This design comes from an exercise in tuning for a short achievable clock period and few clock cycles on the open sky130 flow, not from production work.
Where RTL was checked, it was by simulation tests only, not by an equivalence proof against the original.

build 52:
## theProcessor
module theProcessor(clk,
                    rst,
                    imem_addr,
                    imem_rdata,
                    dmem_addr,
                    dmem_wdata,
                    dmem_we,
                    dmem_rdata);
Size in the first run: roughly 5200 cells after synthesis, roughly 0.079 mm² of cells after synthesis.
clock: 9.0 ns
lec_check: 0
abc_clock_period_in_ps: 1000
cap_margin: 20
core_margin: 2
core_utilization: 40
setup_slack_margin: 5
slew_margin: 20
tns_end_percent: 100
standard.sh (not shown) runs the stock make flow with config.mk's settings and CLKGATE_MAP_FILE= SYNTH_SCRIPT=/design/flow/synth_recipe.tcl, a recipe that flattens the netlist after the stock synthesis.
==> flow/flow/run.sh <==
#!/bin/bash
set -euo pipefail
bash standard.sh SETUP_SLACK_MARGIN=5.7 finish > standard_flow.log 2>&1
Build 52 finished end to end and its layout was clean on timing, DRC and antenna.
For build 89, these inputs were changed with respect to build 52:
--- a/flow/design.v
+++ b/flow/design.v
@@ -314,69 +314,70 @@
    wire id_early = is_beq & imm_nz & ex_subonly &
                    (((rt == 5'd0) & rs_ex) | ((rs == 5'd0) & rt_ex));
    wire id_live  = id_valid & ~ex_redirect;
    wire load_use = id_live & ex_lw & (rs_ex | (use_rt & rt_ex));
    wire id_redirect = id_live & id_early & ex_eq;
    wire id_go    = id_live & ~load_use;      
    wire s_ex   = ex_redirect;
    wire s_hold = ~ex_redirect & load_use;
    wire s_id   = ~ex_redirect & ~load_use & id_redirect;
    wire s_f    = ~ex_redirect & ~load_use & ~id_redirect & f_uncond;
    wire s_fold = ~ex_redirect & ~load_use & ~id_redirect & ~f_uncond & fold_hit;
    wire s_seq  = ~ex_redirect & ~load_use & ~id_redirect & ~f_uncond & ~fold_hit;
-   wire [31:0] pc_o_early = ({32{s_ex}}   & ex_target) |
-                            ({32{s_hold}} & pc_o) |
-                            ({32{s_id}}   & id_target) |
-                            ({32{s_fold}} & fold_target) |
-                            ({32{s_seq}}  & pc4);
-   wire [31:0] pc_o_next = s_f ? f_target : pc_o_early;
-   wire [31:0] pc_early  = s_ex ? ex_target : s_hold ? pc : s_id ? id_target :
-                           s_fold ? fold_target : pc4;
-   wire [31:0] pc_next   = s_f ? f_target : pc_early;
+   wire [31:0] pc_o_next = ({32{s_ex}}   & ex_target) |
+                           ({32{s_hold}} & pc_o) |
+                           ({32{s_id}}   & id_target) |
+                           ({32{s_fold}} & fold_target) |
+                           ({32{s_seq}}  & pc4) |
+                           ({32{s_f}}    & f_target);
    assign imem_addr  = pc_o;
    assign dmem_addr  = mem_res;
    assign dmem_wdata = mem_wdata;
    assign dmem_we    = mem_sw;
    always @(posedge clk or posedge rst) begin
       if (rst) begin
          pc       <= 32'd0;
          pc_o     <= 32'd0;
          id_valid <= 1'b0;
          fold_v   <= 4'd0;
          last_seq <= 1'b0;
          fw_go    <= 1'b0;
          ex_we    <= 1'b0;
          ex_lw    <= 1'b0;
          ex_sw    <= 1'b0;
          ex_br    <= 1'b0;
          mem_we   <= 1'b0;
          mem_lw   <= 1'b0;
          mem_sw   <= 1'b0;
          wb_we    <= 1'b0;
       end else begin
-         pc <= pc_next;
          if (ex_redirect) begin
+            pc       <= ex_target;
             id_valid <= 1'b0;
             last_seq <= 1'b0;
          end else if (load_use) begin
          end else if (id_redirect) begin
+            pc       <= id_target;
             id_valid <= 1'b0;
             last_seq <= 1'b0;
          end else if (f_uncond) begin
+            pc       <= f_target;
             id_valid <= 1'b0;
             last_seq <= 1'b0;
          end else if (fold_hit) begin
+            pc       <= fold_target;
             id_valid <= 1'b1;
             last_seq <= 1'b0;
          end else begin
+            pc       <= pc4;
             id_valid <= 1'b1;
             last_seq <= 1'b1;
          end
          pc_o  <= pc_o_next;
          fw_go <= s_f & last_seq;
          if (fw_go) fold_v[fw_at[3:2]] <= 1'b1;
          ex_we <= id_go & we;
          ex_lw <= id_go & is_lw;
          ex_sw <= id_go & is_sw;
          ex_br <= id_go & br_cond & imm_nz & ~id_early;
          mem_we <= ex_we;
          mem_lw <= ex_lw;
[summary]
Compared with build 52, placement density in the core of build 89 is lower. Looking at worst setup path startpoint, the imem_rdata[0] result is from build 89; the pc[2] one comes from build 52. [build 89] detailed-placement wirelength estimate rose 840 µm relative to build 52. Going from build 52 to build 89, maximum fanout encountered on the critical timing path fell by 4, number of distinct library cells after synthesis rose by 1, summed area of non-filler cells in the final layout fell by about 2.7%, count of plain and timing-repair buffers fell by 13%, via count fell by 2064. The run showing the smaller average cell area after synthesis is build 52. Diff build 52 -> build 89: non-clock buffer share of cell area now smaller; final critical-path required period fell 0.37 ns. Per the comparison of build 89 with build 52, count of inserted antenna diode cells fell 12; setup slack shows an increase of 0.37 ns; final hold slack rose 0.020 ns.
Testbench counts of build 89, summed over its fixed seeds: cycles 13,203.
For build 52, only the layout was checked, not whether the RTL still works.

what the ideal ports hide:
The flow's constraints put no driver on any port. The routed layouts listed below were extracted and timed again, unchanged, in two steps. Step 1 sets driving cells, clkbuf_16 on the clock port and buf_2 on the other inputs (assumed; they add their load-dependent delay and slew). Step 2 also shifts input and output timing later by t, the mid clock arrival at the registers, as if the neighbouring blocks saw the same clock. Three values: ideal ports, drivers, drivers and shift; two values: the first two.
run | t, ns | slack for setup (ns) | hold slack, ns | slew at the worst register clock pin (ns)
build 52 | 0.913 | 5.141 / 5.141 / 4.308 | 0.343 / 0.343 / 0.343 | 0.07 / 0.07
build 89 | 0.889 | 5.507 / 5.509 / 4.655 | 0.363 / 0.363 / 0.363 | 0.07 / 0.07
After both steps every run listed still meets setup and hold. The setup slack of build 89, which loses most, moves by +0.002 ns with the drivers and by -0.852 ns with both steps.
